Background: an optimization exercise with open tools, aiming at small area. Do not read the settings as production practice.
The RTL was checked by simulation tests, not by an equivalence proof against the original design.
No activity file was given, so power comes from the tool's default toggle rates.

--- design/flow/config.mk ---
export PLATFORM = sky130hd
export DESIGN_NAME = top_module
export DESIGN_NICKNAME = top_module
export VERILOG_FILES = /design/flow/design.v
export SDC_FILE = /design/flow/constraint.sdc
export NUM_CORES = 4
export LEC_CHECK = 0
export CAP_MARGIN = 20
export CORE_MARGIN = 2
export CORE_UTILIZATION = 70
export CTS_BUF_LIST = sky130_fd_sc_hd__clkbuf_8
export CTS_CLUSTER_DIAMETER = 60
export CTS_CLUSTER_SIZE = 20
export SLEW_MARGIN = 20
--- design/flow/constraint.sdc ---
create_clock -name core_clock -period 8.0 [get_ports {clk}]
set_input_delay 1.6000 -clock core_clock [delete_from_list [all_inputs] [get_ports {clk}]]
set_output_delay 1.6000 -clock core_clock [all_outputs]
set_load 0.01 [all_outputs]
--- design/flow/design.v ---
module spi_port (
    input wire clk,
    input wire rst,
    input wire spi_mosi,
    input wire spi_cs_n,
    output wire cap_now,           
    output wire nxt_a0,            
    output wire nxt_a1,            
    output reg [7:0] value,
    output wire a0,                
    output wire a1,                
    output wire lt8                
);
    reg [10:0] shift_reg;          
    reg [2:0] zeros;               
    reg cs_low_prev;
    reg [1:0] cls;                 
    wire nxt_lt8 = (zeros == 3'd5);
    assign nxt_a0  = nxt_lt8 & (shift_reg[10:8] == 3'd0);
    assign nxt_a1  = nxt_lt8 & (shift_reg[10:8] == 3'd1);
    assign cap_now = spi_cs_n & cs_low_prev;
    assign a0  = (cls == 2'd0);
    assign a1  = (cls == 2'd1);
    assign lt8 = (cls != 2'd3);
    always @(posedge clk) begin
        if (rst) begin
            shift_reg <= 11'b0;
            zeros <= 3'd5;
            cs_low_prev <= 1'b0;
            value <= 8'b0;
            cls <= 2'd0;
        end else begin
            cs_low_prev <= ~spi_cs_n;
            if (!spi_cs_n) begin
                shift_reg <= {shift_reg[9:0], spi_mosi};
                if (shift_reg[10]) zeros <= 3'd0;
                else if (!nxt_lt8) zeros <= zeros + 3'd1;
            end else if (cs_low_prev) begin
                value <= shift_reg[7:0];
                cls <= {~nxt_a0 & ~nxt_a1, ~nxt_a0 & (~nxt_lt8 | nxt_a1)};
            end
        end
    end
endmodule
module config_memory (
    input wire clk,
    input wire rst,
    input wire cap_now,
    input wire nxt_a0,
    input wire nxt_a1,
    input wire [7:0] value,
    input wire a0,
    input wire a1,
    input wire lt8,
    output reg [7:0] ratio,
    output reg flen_gt1
);
    reg [7:0] mem0;
    reg mem1_gt1;
    wire val_gt1 = |value[7:1];
    always @(posedge clk) begin
        if (rst) begin
            mem0 <= 8'b0;
            mem1_gt1 <= 1'b0;
            ratio <= 8'b0;
            flen_gt1 <= 1'b0;
        end else begin
            if (a0) mem0 <= value;
            if (a1) mem1_gt1 <= val_gt1;
            if (cap_now) begin
                if (nxt_a0) ratio <= lt8 ? value : 8'b0;
                if (nxt_a1) flen_gt1 <= lt8 & val_gt1;
            end else begin
                if (a0) ratio <= mem0;
                if (a1) flen_gt1 <= mem1_gt1;
            end
        end
    end
endmodule
module decimator (
    input wire clk,
    input wire rst,
    input wire [7:0] ratio,
    input wire data_1,
    input wire data_2,
    output reg out_1,
    output reg out_2,
    output reg en
);
    reg [7:0] counter;
    reg dec_clk;
    wire r1 = (ratio == 8'd1);
    wire [8:0] next = {1'b0, counter} + 9'd1;
    wire hit = (ratio != 8'd0) && (next >= {1'b0, ratio});
    always @(posedge clk) begin
        if (rst) begin
            counter <= 8'b0;
            out_1 <= 1'b0;
            out_2 <= 1'b0;
            dec_clk <= 1'b0;
            en <= 1'b0;
        end else begin
            en <= 1'b0;
            if (r1) begin
                out_1 <= data_1;
                out_2 <= data_2;
            end else if (hit) begin
                counter <= 8'b0;
                out_1 <= data_1;
                out_2 <= data_2;
                dec_clk <= ~dec_clk;
                en <= ~dec_clk;
            end else begin
                counter <= next[7:0];
            end
        end
    end
endmodule
module buffer (
    input wire clk,
    input wire rst,
    input wire en,
    input wire data_1,
    input wire data_2,
    input wire flen_gt1,
    output reg [7:0] corr,
    output reg pos,
    output reg neg
);
    reg [255:0] shift_reg_1;
    reg [255:0] shift_reg_2;
    reg seen, full;
    reg [7:0] lfsr;
    wire lfsr_home = (lfsr == 8'h01);
    reg [7:0] corr_neg;
    reg [7:0] corr_pos;
    wire v0   = seen;
    wire v255 = full;
    wire v254 = full | (seen & lfsr_home);
    wire n1_0   = v0 & shift_reg_1[0];
    wire n2_0   = v0 & shift_reg_2[0];
    wire o1_255 = v255 & shift_reg_1[255];
    wire o2_255 = v255 & shift_reg_2[255];
    wire o1_254 = v254 & shift_reg_1[254];
    wire o2_254 = v254 & shift_reg_2[254];
    function [7:0] step(input [7:0] x, input up, input dn);
        integer i;
        reg u, d;
        begin
            u = up & ~dn;
            d = dn & ~up;
            for (i = 0; i < 8; i = i + 1) begin
                step[i] = x[i] ^ (u | d);
                u = u & x[i];
                d = d & ~x[i];
            end
        end
    endfunction
    always @(posedge clk) begin
        if (en) begin
            shift_reg_1 <= {shift_reg_1[254:0], data_1};
            shift_reg_2 <= {shift_reg_2[254:0], data_2};
        end
    end
    always @(posedge clk) begin
        if (rst) begin
            seen <= 1'b0;
            full <= 1'b0;
            lfsr <= 8'h01;
            corr_neg <= 8'b0;
            corr_pos <= 8'b0;
        end else if (en) begin
            seen <= 1'b1;
            if (v254) full <= 1'b1;
            lfsr <= {lfsr[6:0], lfsr[7] ^ lfsr[5] ^ lfsr[4] ^ lfsr[3]};
            if (flen_gt1) begin
                corr_neg <= step(corr_neg, n1_0 ^ data_2, o1_255 ^ o2_254);
                corr_pos <= step(corr_pos, data_1 ^ n2_0, o1_254 ^ o2_255);
            end
        end
    end
    always @(posedge clk or posedge rst) begin
        if (rst) begin
            corr <= 8'b0;
            pos <= 1'b0;
            neg <= 1'b0;
        end else if (en) begin
            corr <= step(corr, data_1 ^ data_2, o1_255 ^ o2_255);
            neg <= corr_neg < corr_pos;
            pos <= corr_pos < corr_neg;
        end
    end
endmodule
module top_module(
    input wire clk,
    input wire rst,
    input wire spi_mosi,
    input wire spi_cs_n,
    input wire mic_data_1,
    input wire mic_data_2,
    output wire [7:0] out,
    output wire pos,
    output wire neg
);
    wire cap_now, nxt_a0, nxt_a1;
    wire [7:0] value;
    wire a0, a1, lt8;
    wire [7:0] ratio;
    wire flen_gt1;
    wire dec_1, dec_2, dec_en;
    spi_port u_spi_port (
        .clk(clk), .rst(rst), .spi_mosi(spi_mosi), .spi_cs_n(spi_cs_n),
        .cap_now(cap_now), .nxt_a0(nxt_a0), .nxt_a1(nxt_a1),
        .value(value), .a0(a0), .a1(a1), .lt8(lt8)
    );
    config_memory u_memory (
        .clk(clk), .rst(rst), .cap_now(cap_now), .nxt_a0(nxt_a0), .nxt_a1(nxt_a1),
        .value(value), .a0(a0), .a1(a1), .lt8(lt8),
        .ratio(ratio), .flen_gt1(flen_gt1)
    );
    decimator u_decimator (
        .clk(clk), .rst(rst), .ratio(ratio), .data_1(mic_data_1), .data_2(mic_data_2),
        .out_1(dec_1), .out_2(dec_2), .en(dec_en)
    );
    buffer u_buffer (
        .clk(clk), .rst(rst), .en(dec_en | (ratio == 8'd1)),
        .data_1(dec_1), .data_2(dec_2), .flen_gt1(flen_gt1),
        .corr(out), .pos(pos), .neg(neg)
    );
endmodule
--- design/flow/run.sh ---
#!/bin/bash
# synth_recipe.tcl (not shown) runs the flow's synth.tcl, then flattens the netlist and writes it again
# the make line also repeats each setting of config.mk as NAME=value (left out here)
make -C /OpenROAD-flow-scripts/flow DESIGN_CONFIG=/design/flow/config.mk WORK_HOME=/design/flow/orfs CLKGATE_MAP_FILE= SYNTH_SCRIPT=/design/flow/synth_recipe.tcl finish
==> results.txt, run 1 <==
* Syn nets at 1063
* Diodes inserted at 0
* Design area at 0.0212 sq mm
* Total CTS buffers at 39
* Yosys top cell by area: edfxtp_1
* Clock Path Buffers at 3
* Crit Path Category: in -> reg
* Via/cell ratio at 5.53
* Clk_skew at 0.0207 ns
* Largest net degree at the start of global routing at 210
* PD cells at 307 mW/mm^2
* Status: finished clean
* Crit share post-route at 0.495
* CTS Root Buffer Type: clkbuf_8
* Peak VDD IR at 0.000216 V
* All-Layer GR Usage at 0.162
* HP Class: reg -> reg
* Top post-synthesis cells by area: edfxtp_1 (78%), dfxtp_1 (8.2%), ha_1 (1.6%)
* Syn Std Cell Area at 0.0198 sq mm
* DRT antenna net count at 0
* Port bufs at 15
* Final #Nets at 1106
* Sequential cell area fraction in the yosys report at 0.870
* Clock Pin Slew Worst Setup and Hold Paths at 0.11 ns
* CP Capture Type: flip-flop
* Routed len/inst at 16.4 microns
* Most numerous cell in the Yosys netlist: edfxtp_1
* Layout cells sized above 1 at 0.0619
* Worst hold slack at 0.417 ns
* Crit path launch type: input pin
* Synth Instances at 1032
* CTS HTree Levels at 2
* Top cells by count, synth: edfxtp_1 (512), dfxtp_1 (81), nor2_1 (69)
* Yosys top cell area share at 0.775
* Die height at 172 microns
* Synthesis-to-finish area growth at 6.81%
* Final hold violations at 0
* Ports at 16
* 1st-iter DRT viols at 713
* First-pass GRT wire length at 37300 microns
* Clk sinks at 603
* Final WL at 24200 microns
* Max Clock Freq at 253 MHz
* Post-route DRC at 0
* # setup viols final at 0
* Slew Limit Fails at 0
* Effective utilization at floorplan at 0.712
* Post-CTS setup buffer count at 0
* Max-cap violations at 0
* Synth warnings at 4
* Number of global-route vias before repair at 7213
* Initial antenna violation count at 0
* Clk latency of the worst-skew pair at 0.56 ns
* #FFs+latches synth at 603
* Asr flop ratio synth at 0.0166
* WP data arrival at 4.42 ns
* Die ar. at 0.0297 sq mm
* DP HPWL at 12400 microns
* Post-layout min period at 3.96 ns
* RePlAce Congestion at 0.807
* # resized after CTS at 0
* Rel. slew slack at 0.279
* GRT Residual Overflow at 0
* Number of synthesized flops with an enable pin at 512
* Data required, critical path at 8.47 ns
* RSZ-0062 raised after global routing: false
* Worst-margin pin slew at 1.08 ns
* Die width at 172 microns
* Core area at 0.0279 sq mm
* Setup TNS at 0 ns
* Worst-path maximum fanout at 20
* Row cnt at 61
* Hold-fix buffers, CTS at 0
* Lkg Pwr at 7.01 nW
* Routed via count at 8165
* CTS tree: done
* Avg Cell Area, Syn at 19.2 sq um
* Ys flop type: edfxtp_1
* Cell Area, Placed at 0.0204 sq mm
* Drt first pass iters at 5
* Post-synthesis cell type count at 52
==> per-layer routing <==
layer	part of all wire	wire, microns	up-vias	global-route usage
li1	-	-	3956	-
met1	0.54	13000	4026	0.275
met2	0.41	9920	143	0.218
met3	0.031	759	40	0.0277
met4	0.020	479	0	0.0475
met5	0	0	-	0
==> final cells by class <==
cell class              instances  area [sq um]
clock buffers                  41           564
clock inverters                24           173
fillers                      1490          6680
inverters                      29           125
multi-input cells             382          2400
flip-flops and latches        603         17200
well taps                     378           473
repair buffers                 20           195
==> where the power goes <==
part	switching (mW)	internal, mW
Clock	0.859	0.553
Combinational	0.436	0.123
Sequential	0.210	4.33
Total	1.51	5.00
==> path summary, 6_finish.rpt <==
check	start	end	slack, ns	depth (start not counted)
max reg2reg	u_buffer.lfsr[5]$_SDFFE_PP0P_	u_buffer.corr_pos[7]$_SDFFE_PP0P_	4.87	11
max	spi_cs_n	u_memory.ratio[6]$_SDFFE_PP0P_	4.04	5
max in group asynchronous	rst	u_buffer.corr[2]$_DFFE_PP0P_	5.96	3
min reg2reg	u_buffer.shift_reg_1[112]$_DFFE_PP_	u_buffer.shift_reg_1[113]$_DFFE_PP_	0.42	0
min	u_buffer.shift_reg_1[112]$_DFFE_PP_	u_buffer.shift_reg_1[113]$_DFFE_PP_	0.42	0
min in group asynchronous	rst	u_buffer.neg$_DFFE_PP0P_	1.62	3
==> cell usage in the layout (no fill, tap or decap), types with 2 or more instances in the layout <==
cell type          n
a22o_1             5
mux2i_1           24
a21o_1             3
edfxtp_1         512
a21boi_0           2
dfrtp_1           10
nor3_1             9
nor4b_1            2
and3_1             5
nand4_1            3
xnor2_1           16
nand2b_1           3
a211oi_1          10
clkbuf_8          41
nor2b_1            4
o21ai_0           32
or2_2              2
xor2_1            14
clkinv_2           3
clkdlybuf4s50_1   14
mux2_2             2
and4_1             2
a22oi_1            9
buf_4              4
and2_1             3
ha_1              25
nand2_1           56
nor2_1            69
a31oi_1            5
nor4_1             2
dfxtp_1           81
nand3_1            9
a21oi_1           41
inv_6              2
bufinv_16          2
or3_1              8
inv_1             42
==> through the flow <==
step / instances / total power [mW] / utilization / worst slack [ns]
2_1_floorplan: 1032 / 5.12 / - / 0.318
3_3_place_gp: 1412 / 5.15 / 0.734 / 3.68
3_5_place_dp: 1412 / 5.17 / 0.734 / 3.53
4_1_cts: 1477 / 6.59 / 0.760 / 4.11
5_1_grt: 1477 / 6.80 / 0.760 / 3.79
6_report: 1477 / 6.51 / 0.760 / 4.04
==> logic make-up after synthesis <==
logic type	after synthesis	share of synthesized area
fa+ha+maj	25	0.0158
flops	603	0.870
compound gates	116	0.0351
simple gates	185	0.0436
mux	26	0.0132
buf+inv	47	0.00940
xor+xnor	30	0.0132
==> worst max-delay path: stages <==
cell	delay [ns]
clkdlybuf4s50_1	1.05
nand2_1	0.62
a21oi_1	0.72
a22oi_1	0.17
a211oi_1	0.25
==> run 2: changes to the inputs <==
--- a/design/flow/design.v
+++ b/design/flow/design.v
@@ -22,7 +22,7 @@
     assign a0  = (cls == 2'd0);
     assign a1  = (cls == 2'd1);
     assign lt8 = (cls != 2'd3);
-    always @(posedge clk) begin
+    always @(posedge clk or posedge rst) begin
         if (rst) begin
             shift_reg <= 11'b0;
             zeros <= 3'd5;
@@ -58,7 +58,7 @@
     reg [7:0] mem0;
     reg mem1_gt1;
     wire val_gt1 = |value[7:1];
-    always @(posedge clk) begin
+    always @(posedge clk or posedge rst) begin
         if (rst) begin
             mem0 <= 8'b0;
             mem1_gt1 <= 1'b0;
@@ -92,7 +92,7 @@
     wire r1 = (ratio == 8'd1);
     wire [8:0] next = {1'b0, counter} + 9'd1;
     wire hit = (ratio != 8'd0) && (next >= {1'b0, ratio});
-    always @(posedge clk) begin
+    always @(posedge clk or posedge rst) begin
         if (rst) begin
             counter <= 8'b0;
             out_1 <= 1'b0;
@@ -162,30 +162,25 @@
             shift_reg_2 <= {shift_reg_2[254:0], data_2};
         end
     end
-    always @(posedge clk) begin
+    always @(posedge clk or posedge rst) begin
         if (rst) begin
             seen <= 1'b0;
             full <= 1'b0;
             lfsr <= 8'h01;
+            corr <= 8'b0;
             corr_neg <= 8'b0;
             corr_pos <= 8'b0;
+            pos <= 1'b0;
+            neg <= 1'b0;
         end else if (en) begin
             seen <= 1'b1;
             if (v254) full <= 1'b1;
             lfsr <= {lfsr[6:0], lfsr[7] ^ lfsr[5] ^ lfsr[4] ^ lfsr[3]};
+            corr <= step(corr, data_1 ^ data_2, o1_255 ^ o2_255);
             if (flen_gt1) begin
                 corr_neg <= step(corr_neg, n1_0 ^ data_2, o1_255 ^ o2_254);
                 corr_pos <= step(corr_pos, data_1 ^ n2_0, o1_254 ^ o2_255);
             end
-        end
-    end
-    always @(posedge clk or posedge rst) begin
-        if (rst) begin
-            corr <= 8'b0;
-            pos <= 1'b0;
-            neg <= 1'b0;
-        end else if (en) begin
-            corr <= step(corr, data_1 ^ data_2, o1_255 ^ o2_255);
             neg <= corr_neg < corr_pos;
             pos <= corr_pos < corr_neg;
         end
==> design/flow/flow/run.sh (new file) <==
#!/bin/bash
# The standard ORFS layout, with two changes: clock tree synthesis without
# dummy loads, and port buffers of the smallest buffer cell.
set -euo pipefail
export CTS_ARGS="-sink_clustering_enable -repair_clock_nets -buf_list sky130_fd_sc_hd__clkbuf_8 -sink_clustering_size 20 -sink_clustering_max_diameter 60 -dont_use_dummy_load"
export BUFFER_PORTS_ARGS="-buffer_cell sky130_fd_sc_hd__buf_1"
bash standard.sh finish > standard_flow.log 2>&1
==> design/flow/standard.sh (new file) <==
#!/bin/bash
# synth_recipe.tcl (not shown) runs the flow's synth.tcl, then flattens the netlist and writes it again
# the make line also repeats each setting of config.mk as NAME=value (left out here)
make -C /OpenROAD-flow-scripts/flow DESIGN_CONFIG=/design/flow/config.mk WORK_HOME=/design/flow/orfs CLKGATE_MAP_FILE= SYNTH_SCRIPT=/design/flow/synth_recipe.tcl "${@:-finish}"
--- a/design/flow/config.mk
+++ b/design/flow/config.mk
@@ -7,7 +7,7 @@
 export LEC_CHECK = 0
 export CAP_MARGIN = 20
 export CORE_MARGIN = 2
-export CORE_UTILIZATION = 70
+export CORE_UTILIZATION = 60
 export CTS_BUF_LIST = sky130_fd_sc_hd__clkbuf_8
 export CTS_CLUSTER_DIAMETER = 60
 export CTS_CLUSTER_SIZE = 20
removed: design/flow/run.sh
==> run 2 against run 1 <==
Against the previous run: still clean on timing, DRC and antenna; sequential cell count stayed put; critical path depth increased by 2; sequential share of layout area is 1.6 points higher; critical path type is now reg -> reg.
==> results.txt, run 2 <==
* Final hold violations at 0 (unchanged)
* Slew Limit Fails at 0 (unchanged)
* Avg Cell Area, Syn at 20.9 sq um (+8.6%)
* Synth Instances at 961 (-6.9%)
* # resized after CTS at 0 (unchanged)
* CP Capture Type: flip-flop
* Die height at 187 microns (+8.4%)
* Top cells by count, synth: edfxtp_1 (512), dfrtp_1 (88), nand2_1 (62)
* Switching power share of the total at 0.267 (+0.0355)
* PD cells at 303 mW/mm^2 (-1.5%)
* Most numerous cell in the Yosys netlist: edfxtp_1
* Post-layout min period at 3.86 ns (-0.0986 ns)
* Design area at 0.0213 sq mm (+0.38%)
* WP data arrival at 4.03 ns (-0.39 ns)
* #FFs+latches synth at 603 (unchanged)
* Lkg Pwr at 5.75 nW (-18%)
* Via/cell ratio at 5.45 (-1.5%)
* Synthesis-to-finish area growth at 6.05%
* Internal at 4.72 mW (-5.7%)
* CTS Root Buffer Type: clkbuf_8
* RePlAce Congestion at 0.804 (-0.32%)
* Flop pwr share at 0.642 (-0.055)
* Max-cap violations at 0 (unchanged)
* First-pass GRT wire length at 40700 microns (+9.3%)
* Register Area at 0.0177 sq mm (+2.4%)
* Setup TNS at 0 ns (unchanged)
* Post-synthesis cell type count at 49 (-5.8%)
* CTS HTree Levels at 2 (unchanged)
* Most common cell after layout, fill and taps aside: edfxtp_1
* Yosys top cell area share at 0.767 (-0.00847)
* HP Class: reg -> reg
* Crit share post-route at 0.482 (-0.0123)
* Synth warnings at 4 (unchanged)
* Top post-synthesis cells by area: edfxtp_1 (77%), dfrtp_1 (11%), mux2_2 (1.6%)
* Asr flop ratio synth at 0.151 (+0.134)
* Clk latency of the worst-skew pair at 0.57 ns (about the same)
* Ys flop type: edfxtp_1
* Peak VDD IR at 0.000310 V (+43%)
* Row cnt at 66 (+8.2%)
* Crit Path Category: reg -> reg
* Core area at 0.0327 sq mm (+17%)
* Largest net degree at the start of global routing at 348 (+66%)
* Number of global-route vias before repair at 7814 (+8.3%)
* Multi-input gate area at 0.00223 sq mm (-7.1%)
* Routed len/inst at 17.2 microns (+4.7%)
* Mux cell area share after synthesis at 0.0187 (+0.00547)
* Post-Synth XOR/XNOR Area at 0.0192 (+0.00597)
* Synth Area in Compound Gates at 0.0223 (-0.0128)
* Final WL at 24900 microns (+3.0%)
* All-Layer GR Usage at 0.145 (-0.0177)
* Clock power share at 0.197 (-0.020)
* Data required, critical path at 8.17 ns (-0.30 ns)
* Hold-fix buffers, CTS at 0 (unchanged)
* Clock Pin Slew Worst Setup and Hold Paths at 0.10 ns (about the same)
* Syn nets at 992 (-6.7%)
* CTS tree: done
* Status: finished clean
* Total CTS buffers at 40 (+2.6%)
* Initial antenna violation count at 0 (unchanged)
* Rel. slew slack at 0.341 (+0.0619)
* Crit path launch type: flip-flop
* Post-route DRC at 0 (unchanged)
* Clock Path Buffers at 3 (unchanged)
* Ports at 16 (unchanged)
* Drt first pass iters at 5 (unchanged)
* Area share of fa/ha/maj cells after synthesis at 0.0156 (-0.000172)
* Fillers at 2202 (+48%)
* Worst-margin pin slew at 0.988 ns (-0.0928 ns)
* DRT antenna net count at 0 (unchanged)
* Sw power at 1.72 mW (+14%)
* Worst-path maximum fanout at 173 (+770%)
* Final #Nets at 1044 (-5.6%)
* Port bufs at 15 (unchanged)
* Routed via count at 7912 (-3.1%)
* Die ar. at 0.0349 sq mm (+18%)
* Effective utilization at floorplan at 0.613 (-0.0987)
* DP HPWL at 12400 microns (-0.30%)
* Sequential cell area fraction in the yosys report at 0.881 (+0.0109)
* Post-CTS setup buffer count at 0 (unchanged)
* Clk sinks at 603 (unchanged)
* Most frequent cells in the layout: edfxtp_1 (512), dfrtp_1 (88), nand2_1 (62), nor2_1 (40), clkbuf_8 (40)
* Largest family of logic cells by synthesized area: simple AND/OR/NAND/NOR gates
* Post-Synth Simple-Gate Area at 0.0356 (-0.00803)
* Die width at 187 microns (+8.4%)
* Diodes inserted at 0 (unchanged)
* Post-layout util at 0.650 (-0.110)
* GRT Residual Overflow at 0 (unchanged)
* Layout cells sized above 1 at 0.0900 (+0.0281)
* 1st-iter DRT viols at 630 (-12%)
* Clk_skew at 0.0681 ns (+0.0474 ns)
* Syn Std Cell Area at 0.0201 sq mm (+1.1%)
* # setup viols final at 0 (unchanged)
* Cell Area, Placed at 0.0207 sq mm (+1.0%)
* Yosys top cell by area: edfxtp_1
* Combinational power share at 0.161 (+0.075)
* Max Clock Freq at 259 MHz (+2.6%)
* Number of synthesized flops with an enable pin at 512 (unchanged)
* RSZ-0062 raised after global routing: false
## run 2: cell count changes in the layout (fill, tap and decap cells not counted), sizes merged, moves of 18 or more
| cell | before | now |
|---|---|---|
| a21oi | 42 | 18 |
| dfrtp | 10 | 88 |
| dfxtp | 81 | 0 |
| inv | 45 | 26 |
| mux2 | 2 | 28 |
| mux2i | 24 | 6 |
| nor2 | 69 | 41 |
## run 2: final timing paths
check	depth (start not counted)	slack, ns	startpoint	endpoint
setup / recovery	7	4.14	u_memory.ratio[3]$_DFFE_PP0P_	u_buffer.shift_reg_2[124]$_DFFE_PP_
hold / removal	0	0.36	u_buffer.shift_reg_1[204]$_DFFE_PP_	u_buffer.shift_reg_1[205]$_DFFE_PP_
setup reg to reg	7	4.14	u_memory.ratio[3]$_DFFE_PP0P_	u_buffer.shift_reg_2[124]$_DFFE_PP_
hold reg to reg	0	0.36	u_buffer.shift_reg_1[204]$_DFFE_PP_	u_buffer.shift_reg_1[205]$_DFFE_PP_
max in group asynchronous	3	5.80	rst	u_spi_port.zeros[1]$_DFFE_PP0P_
min in group asynchronous	2	0.95	rst	u_buffer.corr_neg[6]$_DFFE_PP0P_
## run 2: stage by stage
step                      hold slack (ns)  power, mW  cells  setup slack (ns)
after floorplan                     0.400       5.14    961             0.354
after global placement              0.402       5.16   1411              4.14
after detailed placement            0.405       5.25   1411              3.87
after CTS                           0.354       6.52   1451              4.45
after global routing                0.345       6.81   1453              3.89
final                               0.360       6.44   1453              4.14
## run 2: worst max-delay path: stages, from the launching register on
cell and delay [ns]:
dfrtp_1 0.43, nor4_2 0.41, and3_4 0.29, nor2_4 0.11
clkinv_16 0.08, buf_16 0.46, buf_16 0.64, buf_6 0.71
## run 2: metal layers
| metal | share of wire | vias up | track usage |
|---|---|---|---|
| met4 | 0.022 | 0 | 0.0464 |
| met2 | 0.43 | 140 | 0.205 |
| met3 | 0.040 | 42 | 0.0284 |
| met5 | 0 | - | 0 |
| li1 | - | 3695 | - |
| met1 | 0.51 | 4035 | 0.230 |
## run 2: area by class of cell
type | count | share of cell area
flip-flops and latches | 603 | 0.830
multi-input cells | 320 | 0.105
inverters | 28 | 0.00624
well taps | 442 | 0.0260
clock buffers | 40 | 0.0259
repair buffers | 20 | 0.00647
## run 2: kinds of logic after synthesis
group           Yosys count
compound gates           67
xor+xnor                 44
fa+ha+maj                25
buf+inv                  38
flops                   603
mux                      34
simple gates            150
## run 2: power by group through the flow
stage	Combinational [mW]	Sequential, mW	Clock [mW]
floorplan	0.789	4.35	0
global placement	0.968	4.20	0
detailed placement	1.04	4.21	0
CTS	1.03	4.15	1.34
global route	1.19	4.17	1.45
finish	1.04	4.13	1.27
==> run 3: changes to the inputs <==
--- a/design/flow/flow/run.sh
+++ b/design/flow/flow/run.sh
@@ -4,4 +4,5 @@
 set -euo pipefail
 export CTS_ARGS="-sink_clustering_enable -repair_clock_nets -buf_list sky130_fd_sc_hd__clkbuf_8 -sink_clustering_size 20 -sink_clustering_max_diameter 60 -dont_use_dummy_load"
 export BUFFER_PORTS_ARGS="-buffer_cell sky130_fd_sc_hd__buf_1"
+export RECOVER_POWER=100
 bash standard.sh finish > standard_flow.log 2>&1
--- a/design/flow/config.mk
+++ b/design/flow/config.mk
@@ -8,7 +8,4 @@
 export CAP_MARGIN = 20
 export CORE_MARGIN = 2
 export CORE_UTILIZATION = 60
-export CTS_BUF_LIST = sky130_fd_sc_hd__clkbuf_8
-export CTS_CLUSTER_DIAMETER = 60
-export CTS_CLUSTER_SIZE = 20
 export SLEW_MARGIN = 20
==> run 3 against run 2 <==
Against the previous run: now fails the layout checks on max-capacitance violations, max-slew violations; cell area shrank 0.25%; combinational power is essentially flat; clock skew is essentially flat; worst setup slack lost 1.4 ns; total power is essentially flat; critical path type unchanged; critical endpoint is now u_buffer.shift_reg_2[170]$_DFFE_PP_; highest routed layer unchanged.
==> results.txt, run 3 <==
* R2R Setup Slk at 2.74 ns (-1.40 ns)
* Register Area at 0.0177 sq mm (unchanged)
* Syn nets at 992 (unchanged)
* Max-cap violations at 2 (+2)
* Post-synthesis cell type count at 49 (unchanged)
* Max Clock Freq at 190 MHz (-27%)
* CTS tree: done
* Post-Synth XOR/XNOR Area at 0.0192 (unchanged)
* Rel. slew slack at -0.432 (-0.773)
* Area share of fa/ha/maj cells after synthesis at 0.0156 (unchanged)
* Post-route DRC at 0 (unchanged)
* Clk sinks at 603 (unchanged)
* Ports at 16 (unchanged)
* Largest net degree at the start of global routing at 348 (unchanged)
* Hold-fix buffers, CTS at 0 (unchanged)
* Reg2reg end: u_buffer.shift_reg_2[170]$_DFFE_PP_
* Most Used Layer, Global Route: met1
* Ys flop type: edfxtp_1
* R2r worst-path depth at 7 (unchanged)
* Crit-path max cell delay at 1.66 ns (+0.95 ns)
* Slew Limit Fails at 115 (+115)
* Worst-margin pin slew at 2.15 ns (+1.16 ns)
* Die width at 187 microns (unchanged)
* Clock Pin Slew Worst Setup and Hold Paths at 0.10 ns (about the same)
* Routed via count at 7883 (-0.37%)
* # setup viols final at 0 (unchanged)
* Final WL at 25000 microns (+0.37%)
* DP HPWL at 12400 microns (unchanged)
* Syn Std Cell Area at 0.0201 sq mm (unchanged)
* Top post-synthesis cells by area: edfxtp_1 (77%), dfrtp_1 (11%), mux2_2 (1.6%)
* Worst hold slack at 0.360 ns (-0.000371 ns)
* Synth Instances at 961 (unchanged)
* Worst-path cell chain: nor4_1 -> and3_1 -> nor2_1 -> clkinv_16 -> buf_16 -> buf_16 -> clkbuf_2
* Asr flop ratio synth at 0.151 (unchanged)
* Synthesis-to-finish area growth at 5.78%
* All-Layer GR Usage at 0.145 (unchanged)
* Total CTS buffers at 40 (unchanged)
* Sequential cell area fraction in the yosys report at 0.881 (unchanged)
* Worst-path maximum fanout at 173 (unchanged)
* Core area at 0.0327 sq mm (unchanged)
* Avg Cell Area, Syn at 20.9 sq um (unchanged)
* GRT Residual Overflow at 0 (unchanged)
* Layout cells sized above 1 at 0.0801 (-0.00989)
* First-pass GRT wire length at 40700 microns (unchanged)
* Clk latency of the worst-skew pair at 0.57 ns (about the same)
* Data required, critical path at 8.12 ns (-0.05 ns)
* Crit Path Category: reg -> reg
* Final #Nets at 1044 (unchanged)
* GR Layer Usage met3 at 0.0284 (unchanged)
* Post-CTS setup buffer count at 0 (unchanged)
* Via/cell ratio at 5.43 (-0.37%)
* Port bufs at 15 (unchanged)
* Crit share post-route at 0.657 (+0.175)
* RePlAce Congestion at 0.804 (unchanged)
* Most numerous cell in the Yosys netlist: edfxtp_1
* Worst setup path startpoint: u_memory.ratio[3]$_DFFE_PP0P_
* Peak VDD IR at 0.000311 V (+0.47%)
* Top cells by count, synth: edfxtp_1 (512), dfrtp_1 (88), nand2_1 (62)
* WP data arrival at 5.38 ns (+1.35 ns)
* Yosys top cell by area: edfxtp_1
* Most frequent cells in the layout: edfxtp_1 (512), dfrtp_1 (88), nand2_1 (62), nor2_1 (41), clkbuf_8 (40)
* Post-Synth Simple-Gate Area at 0.0356 (unchanged)
* Drt first pass iters at 5 (unchanged)
* Initial antenna violation count at 0 (unchanged)
* Crit path launch type: flip-flop
* Clock Path Buffers at 3 (unchanged)
* Lkg Pwr at 5.74 nW (-0.19%)
* PD cells at 303 mW/mm^2 (+0.18%)
* Largest family of logic cells by synthesized area: simple AND/OR/NAND/NOR gates
* Crit path to: u_buffer.shift_reg_2[170]$_DFFE_PP_
* Row cnt at 66 (unchanged)
* Post-layout min period at 5.26 ns (+1.40 ns)
* Die ar. at 0.0349 sq mm (unchanged)
* CP Capture Type: flip-flop
* Final hold violations at 0 (unchanged)
* Synth Area in Compound Gates at 0.0223 (unchanged)
* # resized after CTS at 0 (unchanged)
* Fillers at 2210 (+0.36%)
* Clk_skew at 0.0684 ns (+0.000344 ns)
* CTS HTree Levels at 2 (unchanged)
* Number of global-route vias before repair at 7814 (unchanged)
* Mux cell area share after synthesis at 0.0187 (unchanged)
* Fail Reasons: max-capacitance violations, max-slew violations
* HP Class: reg -> reg
* Effective utilization at floorplan at 0.613 (unchanged)
* #FFs+latches synth at 603 (unchanged)
* Reg-to-reg critical path startpoint: u_memory.ratio[3]$_DFFE_PP0P_
* Met2 Use GR at 0.205 (unchanged)
* Crit path top cell by count: buf_16
* RSZ-0062 raised after global routing: false
* CTS Root Buffer Type: clkbuf_8
* Routing usage on met1 at 0.230 (unchanged)
* Status: complete, but fails checks
* 1st-iter DRT viols at 626 (-0.63%)
* Multi-input gate area at 0.00219 sq mm (-2.1%)
* Setup TNS at 0 ns (unchanged)
* Most common cell after layout, fill and taps aside: edfxtp_1
* Diodes inserted at 0 (unchanged)
* Yosys top cell area share at 0.767 (unchanged)
* Die height at 187 microns (unchanged)
* DRT antenna net count at 0 (unchanged)
* Synth warnings at 4 (unchanged)
* Number of synthesized flops with an enable pin at 512 (unchanged)
* Routed len/inst at 17.2 microns (+0.37%)
* Crit-path slowest cell: clkbuf_2
## run 3: cell types whose count changed in the layout (fill, tap and decap cells not counted), moves of 2 or more
cell,delta
a31oi_1,+2
a31oi_2,-2
o21ai_0,+3
o21ai_2,-3
## run 3: layout make-up
class	count	area share
clock buffer	40	0.0260
inverter	28	0.00625
multi-input combinational	320	0.103
sequential	603	0.832
tap	442	0.0261
timing repair buffer	20	0.00619
## run 3: how the worst min path moves through the flow
stage | start | to | slack [ns] | cells after the start
global placement | u_buffer.shift_reg_2[34]$_DFFE_PP_ | u_buffer.shift_reg_2[35]$_DFFE_PP_ | 0.40 | 0
detailed placement | u_buffer.shift_reg_1[124]$_DFFE_PP_ | u_buffer.shift_reg_1[125]$_DFFE_PP_ | 0.40 | 0
CTS | u_buffer.shift_reg_1[204]$_DFFE_PP_ | u_buffer.shift_reg_1[205]$_DFFE_PP_ | 0.35 | 0
global route | u_buffer.shift_reg_1[204]$_DFFE_PP_ | u_buffer.shift_reg_1[205]$_DFFE_PP_ | 0.34 | 0
finish | u_buffer.shift_reg_1[204]$_DFFE_PP_ | u_buffer.shift_reg_1[205]$_DFFE_PP_ | 0.36 | 0
floorplan | u_buffer.shift_reg_1[99]$_DFFE_PP_ | u_buffer.shift_reg_1[100]$_DFFE_PP_ | 0.40 | 0
## run 3: cell families (layout without fill, tap and decap cells)
group           after synthesis  after routing
xor+xnor                     44             44
simple gates                150            150
buf+inv                      38             88
flops                       603            603
fa+ha+maj                    25             25
mux                          34             34
compound gates               67             67
## run 3: where the power goes
part | internal (mW) | switching, mW
sequential | 3.94 | 0.199
combinational | 0.329 | 0.695
clock | 0.452 | 0.817
total | 4.72 | 1.71
## run 3: per-stage QoR
step	area (sq um)	instances	setup slack [ns]	total power, mW	util
finish	21200	1453	2.74	6.43	0.649
global route	21200	1453	2.26	6.80	0.649
CTS	21200	1451	4.45	6.52	0.648
detailed placement	20700	1411	3.87	5.25	0.632
global placement	20700	1411	4.14	5.16	0.632
floorplan	20100	961	0.354	5.14	-
## run 3: worst max-delay path: cells and delay by family, from the launching register on
kind          cells  cell delay [ns]
buf+inv           4             2.97
simple gates      3             1.18
flops             1             0.42
## run 3: layer usage
metal	routed length, microns	up-vias	part of all wire
li1	-	3696	-
met1	12800	4018	0.51
met2	10700	127	0.43
met3	960	42	0.038
met4	543	0	0.022
met5	0	-	0
==> run 4: changes to the inputs <==
--- a/design/flow/config.mk
+++ b/design/flow/config.mk
@@ -7,5 +7,5 @@
 export LEC_CHECK = 0
 export CAP_MARGIN = 20
 export CORE_MARGIN = 2
-export CORE_UTILIZATION = 60
+export CORE_UTILIZATION = 70
 export SLEW_MARGIN = 20
==> run 4 against run 3 <==
Against the previous run: the layout still fails its checks (max-capacitance violations, max-slew violations); combinational power is essentially flat; critical path depth fell by 2; worst setup slack improved by 0.092 ns; clock-buffer cell count fell by 2; clock power down 4%; global-route usage grew 2.3 points; first-iteration DRC count grew 12%; clock skew decreased by 0.0017 ns; wire length fell by 1.4%.
==> results.txt, run 4 <==
* Core area at 0.0280 sq mm (-14%)
* Post-CTS setup buffer count at 0 (unchanged)
* Worst-path cell chain: nor3_1 -> and3_1 -> nor2_1 -> clkinv_16 -> clkbuf_1
* Final hold violations at 0 (unchanged)
* Crit-path slowest cell: clkbuf_1
* Worst-margin pin slew at 3.71 ns (+1.56 ns)
* Die height at 173 microns (-7.3%)
* Clock Pin Slew Worst Setup and Hold Paths at 0.10 ns (about the same)
* Crit path max-delay family: buffers and inverters
* Port bufs at 15 (unchanged)
* #FFs+latches synth at 603 (unchanged)
* CTS tree: done
* Final WL at 24700 microns (-1.4%)
* Final setup margin at 2.84 ns (+0.0923 ns)
* Routed len/inst at 17.8 microns (+3.4%)
* Top post-synthesis cells by area: edfxtp_1 (77%), dfrtp_1 (11%), mux2_2 (1.6%)
* Rel. slew slack at -1.48 (-1.04)
* GRT Residual Overflow at 0 (unchanged)
* WP data arrival at 4.93 ns (-0.45 ns)
* Peak VDD IR at 0.000228 V (-27%)
* Reg-to-reg critical path startpoint: u_memory.ratio[7]$_DFFE_PP0P_
* Most Used Layer, Global Route: met1
* Synth warnings at 4 (unchanged)
* Ys flop type: edfxtp_1
* Slew Limit Fails at 92 (-20%)
* Dpl ws at 3.88 ns (+0.00806 ns)
* # setup viols final at 0 (unchanged)
* Ports at 16 (unchanged)
* Worst-path maximum fanout at 153 (-12%)
* Reg2reg end: u_buffer.shift_reg_2[133]$_DFFE_PP_
* GR Layer Usage met3 at 0.0303 (+0.00186)
* Layout cells sized above 1 at 0.0754 (-0.00472)
* Routed via count at 7897 (+0.18%)
* Max Clock Freq at 194 MHz (+1.8%)
* Most frequent cells in the layout: edfxtp_1 (512), dfrtp_1 (88), nand2_1 (62), nor2_1 (41), clkbuf_8 (38)
* Sequential cell area fraction in the yosys report at 0.881 (unchanged)
* Status: complete, but fails checks
* Buf/Inv on CP at 2 (-2)
* RePlAce Congestion at 0.784 (-2.5%)
* DRT antenna net count at 0 (unchanged)
* Synth Instances at 961 (unchanged)
* Fail Reasons: max-capacitance violations, max-slew violations
* Lkg Pwr at 5.71 nW (-0.51%)
* Initial antenna violation count at 0 (unchanged)
* Post-route DRC at 0 (unchanged)
* Row cnt at 61 (-7.6%)
* Die width at 173 microns (-7.3%)
* Post-layout util at 0.753 (+0.104)
* R2R Setup Slk at 2.84 ns (+0.09 ns)
* Number of synthesized flops with an enable pin at 512 (unchanged)
* Via/cell ratio at 5.70 (+5.0%)
* 1st-iter DRT viols at 704 (+12%)
* Clk sinks at 603 (unchanged)
* Drt first pass iters at 5 (unchanged)
* Crit-path max cell delay at 1.52 ns (-0.14 ns)
* Clock Path Buffers at 3 (unchanged)
* HP Class: reg -> reg
* Crit path depth at 5 (-2)
* Synthesis-to-finish area growth at 5.13%
* Syn nets at 992 (unchanged)
* Asr flop ratio synth at 0.151 (unchanged)
* Yosys top cell area share at 0.767 (unchanged)
* Avg Cell Area, Syn at 20.9 sq um (unchanged)
* Hold-fix buffers, CTS at 0 (unchanged)
* Setup TNS at 0 ns (unchanged)
* Syn Std Cell Area at 0.0201 sq mm (unchanged)
* DP HPWL at 12900 microns (+4.0%)
* Diodes inserted at 0 (unchanged)
* First-pass GRT wire length at 40000 microns (-1.7%)
* Crit Path Category: reg -> reg
* Worst setup path startpoint: u_memory.ratio[7]$_DFFE_PP0P_
* Max-cap violations at 2 (unchanged)
* Top cells by count, synth: edfxtp_1 (512), dfrtp_1 (88), nand2_1 (62)
* Die ar. at 0.0300 sq mm (-14%)
* Final #Nets at 1041 (-0.29%)
* Most common cell after layout, fill and taps aside: edfxtp_1
* PD cells at 302 mW/mm^2 (-0.31%)
* Total CTS buffers at 38 (-5.0%)
* Clk latency of the worst-skew pair at 0.56 ns (about the same)
* CP Capture Type: flip-flop
* All-Layer GR Usage at 0.167 (+0.0230)
* Crit share post-route at 0.645 (-0.0115)
* RSZ-0062 raised after global routing: false
* Met2 Use GR at 0.250 (+0.0447)
* Effective utilization at floorplan at 0.716 (+0.103)
* CTS HTree Levels at 2 (unchanged)
* Post-layout min period at 5.16 ns (-0.0923 ns)
* # resized after CTS at 0 (unchanged)
* Post-synthesis cell type count at 49 (unchanged)
* Number of global-route vias before repair at 7726 (-1.1%)
* Crit path to: u_buffer.shift_reg_2[133]$_DFFE_PP_
* Crit path launch type: flip-flop
* Largest net degree at the start of global routing at 209 (-40%)
* Yosys top cell by area: edfxtp_1
* Data required, critical path at 7.77 ns (-0.35 ns)
* R2r worst-path depth at 5 (-2)
* Routing usage on met1 at 0.264 (+0.0343)
* CTS Root Buffer Type: clkbuf_8
* Most numerous cell in the Yosys netlist: edfxtp_1
* Clk_skew at 0.0667 ns (-0.00173 ns)
-- run 4: worst reg2reg max path, stage by stage, from the launching register on --
cell       delay, ns
dfrtp_1         0.41
nor3_1          0.09
and3_1          0.23
nor2_1          1.27
clkinv_16       0.73
clkbuf_1        1.64
-- run 4: cell type report --
type | instances | area, sq um
flip-flops and latches | 603 | 17700
fillers | 1491 | 6930
multi-input cells | 320 | 2190
clock buffers | 38 | 523
well taps | 378 | 473
inverters | 28 | 133
repair buffers | 19 | 103
-- run 4: logic make-up after synthesis --
| kind of cell | count (synthesis) | synth area share |
|---|---|---|
| AO/OA/AOI/OAI | 67 | 0.0223 |
| XOR/XNOR | 44 | 0.0192 |
| adder cells (fa/ha/maj) | 25 | 0.0156 |
| buffers and inverters | 38 | 0.00805 |
| flip-flops | 603 | 0.881 |
| multiplexers | 34 | 0.0187 |
| AND/OR/NAND/NOR | 150 | 0.0356 |
-- run 4: layer usage --
| metal | wire (microns) | up-vias |
|---|---|---|
| li1 | - | 3682 |
| met3 | 996 | 33 |
| met4 | 361 | 0 |
| met5 | 0 | - |
| met1 | 11900 | 4045 |
| met2 | 11500 | 137 |
-- run 4: where the power goes --
part	internal, mW	leakage, nW	total, mW	switching, mW
combinational	0.313	1.06	0.999	0.686
clock	0.430	0.273	1.22	0.792
sequential	3.94	4.38	4.15	0.205
total	4.69	5.71	6.37	1.68
-- run 4: how the worst min path moves through the flow --
stage	startpoint	end	slack [ns]	cells after the start
after floorplan	u_buffer.shift_reg_1[99]$_DFFE_PP_	u_buffer.shift_reg_1[100]$_DFFE_PP_	0.40	0
after global placement	u_buffer.shift_reg_1[37]$_DFFE_PP_	u_buffer.shift_reg_1[38]$_DFFE_PP_	0.41	0
after detailed placement	u_buffer.shift_reg_1[124]$_DFFE_PP_	u_buffer.shift_reg_1[125]$_DFFE_PP_	0.40	0
after CTS	u_buffer.shift_reg_1[103]$_DFFE_PP_	u_buffer.shift_reg_1[104]$_DFFE_PP_	0.38	0
after global routing	u_buffer.shift_reg_1[103]$_DFFE_PP_	u_buffer.shift_reg_1[104]$_DFFE_PP_	0.40	0
final	u_buffer.shift_reg_1[103]$_DFFE_PP_	u_buffer.shift_reg_1[104]$_DFFE_PP_	0.40	0
-- run 4: through the flow --
stage	hold slack [ns]	instances	area, sq um	power [mW]
global placement	0.406	1348	20600	5.15
detailed placement	0.405	1348	20600	5.24
floorplan	0.400	961	20100	5.14
global route	0.404	1386	21100	6.71
CTS	0.383	1386	21100	6.44
finish	0.398	1386	21100	6.37
==> run 5: changes to the inputs <==
--- a/design/flow/flow/run.sh
+++ b/design/flow/flow/run.sh
@@ -4,5 +4,4 @@
 set -euo pipefail
 export CTS_ARGS="-sink_clustering_enable -repair_clock_nets -buf_list sky130_fd_sc_hd__clkbuf_8 -sink_clustering_size 20 -sink_clustering_max_diameter 60 -dont_use_dummy_load"
 export BUFFER_PORTS_ARGS="-buffer_cell sky130_fd_sc_hd__buf_1"
-export RECOVER_POWER=100
 bash standard.sh finish > standard_flow.log 2>&1
==> run 5 against run 4 <==
Against the previous run: now clean on timing, DRC and antenna; clock skew fell by 0.00094 ns; cell count is the same; register-to-register slack better by 2.1 ns; total power hardly changed; sequential cell count is the same; clock-buffer cell count did not move; via count is 0.18% lower; critical endpoint is now u_memory.ratio[4]$_DFFE_PP0P_.
==> results.txt, run 5 <==
* Total power at 6.37 mW (about the same)
* Final setup margin at 4.37 ns (+1.53 ns)
* Worst-margin pin slew at 0.993 ns (-2.72 ns)
* Layout cells sized above 1 at 0.0873 (+0.0119)
* # setup viols final at 0 (unchanged)
* Post-layout min period at 3.63 ns (-1.53 ns)
* Worst-path maximum fanout at 23 (-85%)
* Post-synthesis cell type count at 49 (unchanged)
* Via/cell ratio at 5.69 (-0.18%)
* Worst Hold Depth at 0 (unchanged)
* Avg Cell Area, Syn at 20.9 sq um (unchanged)
* Clk latency of the worst-skew pair at 0.55 ns (about the same)
* Die ar. at 0.0300 sq mm (unchanged)
* RSZ-0062 raised after global routing: false
* Most numerous cell in the Yosys netlist: edfxtp_1
* Drt first pass iters at 5 (unchanged)
* Ports at 16 (unchanged)
* Max Clock Freq at 275 MHz (+42%)
* # resized after CTS at 0 (unchanged)
* Yosys top cell area share at 0.767 (unchanged)
* Hold-fix buffers, CTS at 0 (unchanged)
* Number of synthesized flops with an enable pin at 512 (unchanged)
* RePlAce Congestion at 0.784 (unchanged)
* Final hold violations at 0 (unchanged)
* Clock Path Buffers at 3 (unchanged)
* Post-CTS setup buffer count at 0 (unchanged)
* Yosys top cell by area: edfxtp_1
* Number of global-route vias before repair at 7726 (unchanged)
* Combinational power share at 0.159 (+0.002)
* Total CTS buffers at 38 (unchanged)
* Sw power at 1.69 mW (+0.36%)
* Row cnt at 61 (unchanged)
* Clock power share at 0.192 (about the same)
* Asr flop ratio synth at 0.151 (unchanged)
* Lkg Pwr at 5.72 nW (+0.21%)
* Fillers at 1483 (-0.54%)
* CTS HTree Levels at 2 (unchanged)
* Data required, critical path at 8.44 ns (+0.67 ns)
* CP Capture Type: flip-flop
* DRT antenna net count at 0 (unchanged)
* Slew Limit Fails at 0 (-100%)
* CTS Root Buffer Type: clkbuf_8
* Worst setup path startpoint: spi_cs_n
* Die width at 173 microns (unchanged)
* Crit path launch type: input pin
* Hold Crit Start: u_buffer.shift_reg_1[103]$_DFFE_PP_
* Worst hold slack at 0.398 ns (-0.000235 ns)
* 1st-iter DRT viols at 775 (+10%)
* Clock Pin Slew Worst Setup and Hold Paths at 0.10 ns (about the same)
* Initial antenna violation count at 0 (unchanged)
* Core area at 0.0280 sq mm (unchanged)
* Max-cap violations at 0 (-2)
* Routed via count at 7883 (-0.18%)
* HP Class: reg -> reg
* Die height at 173 microns (unchanged)
* Crit share post-route at 0.454 (-0.191)
* Most common cell after layout, fill and taps aside: edfxtp_1
* Dpl ws at 3.88 ns (unchanged)
* Most frequent cells in the layout: edfxtp_1 (512), dfrtp_1 (88), nand2_1 (62), nor2_1 (40), clkbuf_8 (38)
* Final #Nets at 1041 (unchanged)
* WP data arrival at 4.08 ns (-0.85 ns)
* Clk_skew at 0.0658 ns (-0.000943 ns)
* All-Layer GR Usage at 0.167 (unchanged)
* Internal at 4.68 mW (-0.13%)
* Synthesis-to-finish area growth at 5.35%
* Flop pwr share at 0.649 (-0.002)
* Rel. slew slack at 0.338 (+1.81)
* Clk sinks at 603 (unchanged)
* Synth warnings at 4 (unchanged)
* Top cells by count, synth: edfxtp_1 (512), dfrtp_1 (88), nand2_1 (62)
* R2r worst-path depth at 7 (+2)
* Reg-to-reg critical path startpoint: u_memory.ratio[4]$_DFFE_PP0P_
* Status: finished clean
* Syn Std Cell Area at 0.0201 sq mm (unchanged)
* PD cells at 302 mW/mm^2 (-0.22%)
* Sequential cell area fraction in the yosys report at 0.881 (unchanged)
* DP HPWL at 12900 microns (unchanged)
* Peak VDD IR at 0.000228 V (-0.21%)
* Ys flop type: edfxtp_1
* Largest net degree at the start of global routing at 209 (unchanged)
* Switching power share of the total at 0.265 (+0.000956)
* Setup TNS at 0 ns (unchanged)
* Port bufs at 15 (unchanged)
* Crit Path Category: in -> reg
* Synth Instances at 961 (unchanged)
* CTS tree: done
* Diodes inserted at 0 (unchanged)
* Effective utilization at floorplan at 0.716 (unchanged)
* Final WL at 24700 microns (+0.27%)
* #FFs+latches synth at 603 (unchanged)
* First-pass GRT wire length at 40000 microns (unchanged)
* GRT Residual Overflow at 0 (unchanged)
* Routed len/inst at 17.8 microns (+0.27%)
* Syn nets at 992 (unchanged)
* Top post-synthesis cells by area: edfxtp_1 (77%), dfrtp_1 (11%), mux2_2 (1.6%)
* Post-route DRC at 0 (unchanged)
-- run 5: cell counts after synthesis --
Identical to the previous run, type by type.
-- run 5: area by class of cell --
type	count	area, sq um	area share
Clock buffer	38	523	0.0248
Timing Repair Buffer	19	106	0.00503
Tap cell	378	473	0.0224
Sequential cell	603	17700	0.836
Multi-Input combinational cell	320	2230	0.106
Inverter	28	133	0.00628
-- run 5: cells by family after synthesis --
family	after synthesis	share of synthesized area
flops	603	0.881
simple gates	150	0.0356
compound gates	67	0.0223
xor+xnor	44	0.0192
buf+inv	38	0.00805
mux	34	0.0187
fa+ha+maj	25	0.0156
-- run 5: through the flow --
stage	util	cell area [sq um]	instances
floorplan	-	20100	961
global placement	0.735	20600	1348
detailed placement	0.735	20600	1348
CTS	0.754	21100	1386
global route	0.754	21100	1386
finish	0.754	21100	1386
-- run 5: worst paths after layout --
check	to	slack, ns
setup reg to reg	u_buffer.corr[6]$_DFFE_PP0P_	4.97
hold reg to reg	u_buffer.shift_reg_1[104]$_DFFE_PP_	0.40
max in group asynchronous	u_memory.ratio[1]$_DFFE_PP0P_	6.15
min in group asynchronous	u_spi_port.shift_reg[3]$_DFFE_PP0N_	1.27
hold / removal	u_buffer.shift_reg_1[104]$_DFFE_PP_	0.40
setup / recovery	u_memory.ratio[4]$_DFFE_PP0P_	4.37
-- run 5: power groups by stage --
| stage | logic [mW] | registers [mW] | clock network (mW) |
|---|---|---|---|
| global route | 1.15 | 4.17 | 1.39 |
| floorplan | 0.789 | 4.35 | 0 |
| CTS | 1.02 | 4.14 | 1.28 |
| detailed placement | 1.04 | 4.20 | 0 |
| global placement | 0.956 | 4.19 | 0 |
| finish | 1.01 | 4.14 | 1.22 |
-- run 5: critical path, cell delays in order --
cell and delay [ns]:
buf_1 0.55, nand2_1 0.67, nor4_1 0.58, a22o_2 0.40
nor2_1 0.10, a21oi_1 0.15
-- run 5: per-layer routing --
metal,share of wire,GRT usage
met5,0,0
met4,0.015,0.0456
met3,0.038,0.0303
met2,0.46,0.250
met1,0.49,0.264
==> run 6: changes to the inputs <==
--- a/design/flow/design.v
+++ b/design/flow/design.v
@@ -22,7 +22,7 @@
     assign a0  = (cls == 2'd0);
     assign a1  = (cls == 2'd1);
     assign lt8 = (cls != 2'd3);
-    always @(posedge clk or posedge rst) begin
+    always @(posedge clk) begin
         if (rst) begin
             shift_reg <= 11'b0;
             zeros <= 3'd5;
@@ -58,7 +58,7 @@
     reg [7:0] mem0;
     reg mem1_gt1;
     wire val_gt1 = |value[7:1];
-    always @(posedge clk or posedge rst) begin
+    always @(posedge clk) begin
         if (rst) begin
             mem0 <= 8'b0;
             mem1_gt1 <= 1'b0;
@@ -92,7 +92,7 @@
     wire r1 = (ratio == 8'd1);
     wire [8:0] next = {1'b0, counter} + 9'd1;
     wire hit = (ratio != 8'd0) && (next >= {1'b0, ratio});
-    always @(posedge clk or posedge rst) begin
+    always @(posedge clk) begin
         if (rst) begin
             counter <= 8'b0;
             out_1 <= 1'b0;
@@ -162,25 +162,30 @@
             shift_reg_2 <= {shift_reg_2[254:0], data_2};
         end
     end
-    always @(posedge clk or posedge rst) begin
+    always @(posedge clk) begin
         if (rst) begin
             seen <= 1'b0;
             full <= 1'b0;
             lfsr <= 8'h01;
-            corr <= 8'b0;
             corr_neg <= 8'b0;
             corr_pos <= 8'b0;
-            pos <= 1'b0;
-            neg <= 1'b0;
         end else if (en) begin
             seen <= 1'b1;
             if (v254) full <= 1'b1;
             lfsr <= {lfsr[6:0], lfsr[7] ^ lfsr[5] ^ lfsr[4] ^ lfsr[3]};
-            corr <= step(corr, data_1 ^ data_2, o1_255 ^ o2_255);
             if (flen_gt1) begin
                 corr_neg <= step(corr_neg, n1_0 ^ data_2, o1_255 ^ o2_254);
                 corr_pos <= step(corr_pos, data_1 ^ n2_0, o1_254 ^ o2_255);
             end
+        end
+    end
+    always @(posedge clk or posedge rst) begin
+        if (rst) begin
+            corr <= 8'b0;
+            pos <= 1'b0;
+            neg <= 1'b0;
+        end else if (en) begin
+            corr <= step(corr, data_1 ^ data_2, o1_255 ^ o2_255);
             neg <= corr_neg < corr_pos;
             pos <= corr_pos < corr_neg;
         end
==> run 6 against run 5 <==
Against the previous run: still clean on timing, DRC and antenna; worst hold slack worse by 0.017 ns; cell area is 1.1% lower; sequential share of layout area decreased by 1.0 points; global-route usage shrank 0.25 points; register-to-register slack got worse by 0.05 ns; total power is 0.66% lower; wire length fell by 2.9%; worst setup slack better by 0.56 ns; critical path type is now reg -> reg.
==> results.txt, run 6 <==
* Design area at 0.0209 sq mm (-1.1%)
* Slew Limit Fails at 0 (unchanged)
* Number of synthesized flops with an enable pin at 512 (unchanged)
* Via/cell ratio at 5.56 (-2.2%)
* Core area at 0.0279 sq mm (-0.54%)
* Rel. slew slack at 0.354 (+0.0159)
* Clock Pin Slew Worst Setup and Hold Paths at 0.11 ns (about the same)
* Post-layout util at 0.750 (-0.00404)
* Ports at 16 (unchanged)
* Placed Cells at 1414 (+4.9%)
* Crit Path Category: reg -> reg
* Final #Nets at 1108 (+6.4%)
* PD cells at 303 mW/mm^2 (+0.42%)
* Largest family of logic cells by synthesized area: simple AND/OR/NAND/NOR gates
* Status: finished clean
* Syn Std Cell Area at 0.0198 sq mm (-1.1%)
* 1st-iter DRT viols at 679 (-12%)
* Mux cell area share after synthesis at 0.0132 (-0.00547)
* Hold endpoint: u_buffer.shift_reg_2[74]$_DFFE_PP_
* All-Layer GR Usage at 0.165 (-0.00252)
* Data required, critical path at 8.19 ns (-0.25 ns)
* Total CTS buffers at 39 (+2.6%)
* Asr flop ratio synth at 0.0166 (-0.134)
* Ys flop type: edfxtp_1
* Layout cells sized above 1 at 0.0549 (-0.0324)
* Worst setup path startpoint: u_memory.ratio[3]$_SDFFE_PP0P_
* CTS tree: done
* RePlAce Congestion at 0.752 (-4.1%)
* Most numerous cell in the Yosys netlist: edfxtp_1
* Crit-path max cell delay at 0.89 ns (+0.22 ns)
* DRT antenna net count at 0 (unchanged)
* Effective utilization at floorplan at 0.712 (-0.00394)
* Hold Crit Start: u_buffer.shift_reg_2[73]$_DFFE_PP_
* Reg-to-reg critical path startpoint: u_memory.ratio[3]$_SDFFE_PP0P_
* Post-Synth Simple-Gate Area at 0.0436 (+0.00803)
* Most frequent cells in the layout: edfxtp_1 (512), dfxtp_1 (81), nor2_1 (69), nand2_1 (56), a21oi_1 (41)
* Clk sinks at 603 (unchanged)
* Die height at 172 microns (-0.54%)
* CP Capture Type: flip-flop
* Routed via count at 8085 (+2.6%)
* Yosys top cell by area: edfxtp_1
* Routed len/inst at 16.5 microns (-7.4%)
* Post-layout min period at 3.08 ns (-0.556 ns)
* Lkg Pwr at 6.84 nW (+20%)
* Crit path launch type: flip-flop
* Cell Area, Placed at 0.0204 sq mm (-1.1%)
* R2R Setup Slk at 4.92 ns (-0.05 ns)
* Crit share post-route at 0.385 (-0.0695)
* Max Clock Freq at 325 MHz (+18%)
* Peak VDD IR at 0.000177 V (-22%)
* Post-CTS setup buffer count at 0 (unchanged)
* Yosys top cell area share at 0.775 (+0.00847)
* Synth Area in Compound Gates at 0.0351 (+0.0128)
* Drt first pass iters at 5 (unchanged)
* Max-cap violations at 0 (unchanged)
* Initial antenna violation count at 0 (unchanged)
* Largest net degree at the start of global routing at 199 (-4.8%)
* Layout Cells excl Fill at 1453 (+4.8%)
* Synth warnings at 4 (unchanged)
* First-pass GRT wire length at 38000 microns (-5.2%)
* Syn nets at 1063 (+7.2%)
* Synth Instances at 1032 (+7.4%)
* Top cells by count, synth: edfxtp_1 (512), dfxtp_1 (81), nor2_1 (69)
* Final hold violations at 0 (unchanged)
* Avg Cell Area, Syn at 19.2 sq um (-7.9%)
* DP HPWL at 12100 microns (-5.9%)
* Most common cell after layout, fill and taps aside: edfxtp_1
* Number of global-route vias before repair at 7319 (-5.3%)
* #FFs+latches synth at 603 (unchanged)
* HP Class: reg -> reg
* Worst Hold Depth at 0 (unchanged)
* Die ar. at 0.0297 sq mm (-1.1%)
* Crit-path slowest cell: buf_4
* Post-synthesis cell type count at 52 (+6.1%)
* Row cnt at 61 (unchanged)
* Post-Synth XOR/XNOR Area at 0.0132 (-0.00597)
* Final WL at 24000 microns (-2.9%)
* Diodes inserted at 0 (unchanged)
* Top post-synthesis cells by area: edfxtp_1 (78%), dfxtp_1 (8.2%), ha_1 (1.6%)
* Die width at 172 microns (-0.54%)
* WP data arrival at 3.27 ns (-0.81 ns)
* R2r worst-path depth at 5 (-2)
* Clock Path Buffers at 3 (unchanged)
* Worst-path maximum fanout at 198 (+760%)
* Reg2reg end: u_buffer.shift_reg_1[243]$_DFFE_PP_
* # resized after CTS at 0 (unchanged)
* RSZ-0062 raised after global routing: false
* Synthesis-to-finish area growth at 5.37% (about the same)
* Total power at 6.33 mW (-0.66%)
* GRT Residual Overflow at 0 (unchanged)
* # setup viols final at 0 (unchanged)
* CTS Root Buffer Type: clkbuf_8
* Sequential cell area fraction in the yosys report at 0.870 (-0.0109)
* Post-route DRC at 0 (unchanged)
* Worst-path cell chain: nor4_2 -> a31oi_2 -> buf_4 -> inv_16 -> buf_4
* Clk latency of the worst-skew pair at 0.57 ns (+0.02 ns)
* Worst-margin pin slew at 0.969 ns (-0.0238 ns)
* Area share of fa/ha/maj cells after synthesis at 0.0158 (+0.000172)
* Port bufs at 15 (unchanged)
* CTS HTree Levels at 2 (unchanged)
* Hold-fix buffers, CTS at 0 (unchanged)
* Setup TNS at 0 ns (unchanged)
* Clk_skew at 0.0575 ns (-0.00827 ns)
* Fillers at 1586 (+6.9%)
* Crit path top cell by count: buf_4
==> run 6: cell count changes in the layout (fill, tap and decap cells not counted), sizes merged, moves of 10 or more <==
| cell | change |
|---|---|
| dfrtp | -78 |
| dfxtp | +81 |
| o21ai | +13 |
| mux2 | -26 |
| xnor2 | -11 |
| a211oi | +10 |
| nor2 | +28 |
| mux2i | +18 |
| a21oi | +24 |
==> run 6: how the worst max path moves through the flow <==
stage          cells after the start                                  end
2_1_floorplan                      4             u_buffer.neg$_DFFE_PP0P_
3_3_place_gp                       6  u_decimator.counter[5]$_SDFFE_PP0N_
3_5_place_dp                       6  u_decimator.counter[6]$_SDFFE_PP0N_
4_1_cts                            6  u_decimator.counter[6]$_SDFFE_PP0N_
5_1_grt                           11    u_buffer.corr_pos[7]$_SDFFE_PP0P_
6_report                           5  u_buffer.shift_reg_1[243]$_DFFE_PP_
==> run 6: routing by layer <==
layer / vias to the layer above / wire (microns) / track usage
li1: 3933 / - / -
met5: - / 0 / 0
met4: 0 / 555 / 0.0522
met1: 3982 / 13000 / 0.290
met2: 124 / 9560 / 0.211
met3: 46 / 902 / 0.0282
==> run 6: cell families (layout without fill, tap and decap cells) <==
family / count (synthesis) / count (layout)
compound gates: 116 / 116
xor+xnor: 30 / 30
fa+ha+maj: 25 / 25
buf+inv: 47 / 90
flops: 603 / 603
mux: 26 / 26
simple gates: 185 / 185
==> run 6: layout make-up <==
class | count | area, sq um | share of cell area
well taps | 378 | 473 | 0.0226
flip-flops and latches | 603 | 17200 | 0.825
inverters | 29 | 125 | 0.00599
repair buffers | 22 | 110 | 0.00527
multi-input cells | 382 | 2400 | 0.115
clock buffers | 39 | 537 | 0.0257
==> run 6: power breakdown <==
part / switching [mW] / internal, mW
combinational: 0.438 / 0.107
sequential: 0.211 / 4.33
clock: 0.804 / 0.441
total: 1.45 / 4.88
==> run 6: worst max-delay path: cells and delay by family (launching register included) <==
kind	cells	cell delay [ns]
DFF	1	0.34
and+or+nand+nor	1	0.41
AOI/OAI and AO/OA	1	0.14
buffers and inverters	3	1.58
==> run 6: metrics by stage <==
step	setup WS [ns]	hold slack [ns]
floorplan	0.318	0.400
global placement	4.43	0.401
detailed placement	4.36	0.405
CTS	4.94	0.377
global route	4.64	0.387
finish	4.92	0.381
==> run 7: changes to the inputs <==
==> design/flow/flow/run.sh (replaced) <==
#!/bin/bash
# The standard ORFS layout, with two changes: clock tree synthesis without
# dummy loads, and port buffers of the smallest buffer cell.
set -euo pipefail
export CTS_ARGS="-sink_clustering_enable -repair_clock_nets -buf_list sky130_fd_sc_hd__clkbuf_8 -sink_clustering_size 22 -sink_clustering_max_diameter 80 -balance_levels -dont_use_dummy_load"
export BUFFER_PORTS_ARGS="-buffer_cell sky130_fd_sc_hd__buf_1"
bash standard.sh finish > standard_flow.log 2>&1
==> run 7 against run 6 <==
Against the previous run: sequential share of layout area rose by 0.44 points; clock power fell by 9.6%; worst hold slack got worse by 0.00090 ns; clock skew fell by 0.013 ns; critical endpoint is now u_buffer.shift_reg_1[45]$_DFFE_PP_; via count fell by 1.0%; area after synthesis did not move; wire length fell by 0.60%.
==> results.txt, run 7 <==
* Status: finished clean
* 1st-iter DRT viols at 662 (-2.5%)
* Post-route DRC at 0 (unchanged)
* DRT antenna net count at 0 (unchanged)
* Crit Path Category: reg -> reg
* Crit share post-route at 0.387 (+0.00239)
* Worst-path maximum fanout at 198 (unchanged)
* CTS HTree Levels at 1 (-1)
* Yosys top cell area share at 0.775 (unchanged)
* Synthesis-to-finish area growth at 4.81%
* Cell Area, Placed at 0.0204 sq mm (unchanged)
* DP HPWL at 12100 microns (unchanged)
* WP data arrival at 3.33 ns (+0.06 ns)
* First-pass GRT wire length at 37700 microns (-0.66%)
* Core area at 0.0279 sq mm (unchanged)
* CP Capture Type: flip-flop
* Hold-fix buffers, CTS at 0 (unchanged)
* Hold endpoint: u_buffer.shift_reg_2[69]$_DFFE_PP_
* Initial antenna violation count at 0 (unchanged)
* Total power at 6.21 mW (-1.8%)
* Slew Limit Fails at 0 (unchanged)
* Synth warnings at 4 (unchanged)
* GRT Residual Overflow at 0 (unchanged)
* Clk_skew at 0.0448 ns (-0.0126 ns)
* Die height at 172 microns (unchanged)
* Reg-to-reg critical path startpoint: u_memory.ratio[3]$_SDFFE_PP0P_
* Ports at 16 (unchanged)
* Crit-path max cell delay at 0.89 ns (about the same)
* R2r worst-path depth at 5 (unchanged)
* Top cells by count, synth: edfxtp_1 (512), dfxtp_1 (81), nor2_1 (69)
* #FFs+latches synth at 603 (unchanged)
* Most numerous cell in the Yosys netlist: edfxtp_1
* Total CTS buffers at 31 (-21%)
* Most frequent cells in the layout: edfxtp_1 (512), dfxtp_1 (81), nor2_1 (69), nand2_1 (56), a21oi_1 (41)
* Worst-margin pin slew at 0.973 ns (+0.00376 ns)
* Row cnt at 61 (unchanged)
* Synth Instances at 1032 (unchanged)
* Asr flop ratio synth at 0.0166 (unchanged)
* Number of synthesized flops with an enable pin at 512 (unchanged)
* Sequential cell area fraction in the yosys report at 0.870 (unchanged)
* # resized after CTS at 0 (unchanged)
* Final WL at 23900 microns (-0.60%)
* Via/cell ratio at 5.54 (-0.48%)
* Drt first pass iters at 5 (unchanged)
* Die ar. at 0.0297 sq mm (unchanged)
* Post-layout min period at 3.10 ns (+0.0191 ns)
* Port bufs at 15 (unchanged)
* Placed Cells at 1414 (unchanged)
* Setup TNS at 0 ns (unchanged)
-- run 7: changes by cell type in the layout (fill, tap and decap cells not counted), sizes merged --
| cell | before | now |
|---|---|---|
| clkbuf | 40 | 32 |
-- run 7: final cells by class --
class | instances | area (sq um) | share of cell area
clock buffers | 31 | 427 | 0.0205
repair buffers | 22 | 110 | 0.00530
inverters | 29 | 125 | 0.00602
flip-flops and latches | 603 | 17200 | 0.830
well taps | 378 | 473 | 0.0228
multi-input cells | 382 | 2400 | 0.116
-- run 7: where the power goes --
| group | leakage (nW) | internal, mW | total, mW | switching (mW) |
|---|---|---|---|---|
| sequential | 5.50 | 4.33 | 4.54 | 0.211 |
| clock | 0.223 | 0.349 | 1.13 | 0.781 |
| combinational | 1.06 | 0.107 | 0.545 | 0.438 |
-- run 7: cells by family (layout without fill, tap and decap cells) --
group                      Yosys count  count (layout)  synth area share
and+or+nand+nor                    185             185            0.0436
xor gates and xnor gates            30              30            0.0132
muxes                               26              26            0.0132
DFF                                603             603             0.870
buffers and inverters               47              82           0.00940
AOI/OAI and AO/OA                  116             116            0.0351
adders and majority gates           25              25            0.0158
-- run 7: worst max path at each step --
stage,from,to,slack [ns]
after global placement,rst,u_decimator.counter[5]$_SDFFE_PP0N_,4.43
final,u_memory.ratio[3]$_SDFFE_PP0P_,u_buffer.shift_reg_1[45]$_DFFE_PP_,4.90
after CTS,u_memory.ratio[3]$_SDFFE_PP0P_,u_buffer.shift_reg_2[86]$_DFFE_PP_,4.95
after detailed placement,rst,u_decimator.counter[6]$_SDFFE_PP0N_,4.36
after global routing,u_memory.ratio[3]$_SDFFE_PP0P_,u_buffer.shift_reg_1[26]$_DFFE_PP_,4.63
after floorplan,u_memory.ratio[4]$_SDFFE_PP0P_,u_buffer.neg$_DFFE_PP0P_,0.32
-- run 7: layer usage --
metal | up-vias | track usage | wire length (microns) | part of all wire
met1 | 3941 | 0.285 | 12800 | 0.54
li1 | 3918 | - | - | -
met3 | 33 | 0.0270 | 902 | 0.038
met5 | - | 0 | 0 | 0
met4 | 0 | 0.0384 | 491 | 0.021
met2 | 110 | 0.215 | 9700 | 0.41
-- run 7: stage by stage --
stage	setup WS, ns	util	hold WS [ns]
floorplan	0.318	-	0.400
finish	4.90	0.746	0.380
detailed placement	4.36	0.731	0.405
CTS	4.95	0.746	0.380
global route	4.63	0.746	0.389
global placement	4.43	0.731	0.401

Re-timed with assumed drivers on the ports (clkbuf_16 on the clock, buf_2 on other inputs), run 7 has 4.903 ns of setup slack against 4.903 ns with ideal ports, and 4.400 ns once port delays also move by the mid clock arrival of 0.643 ns.
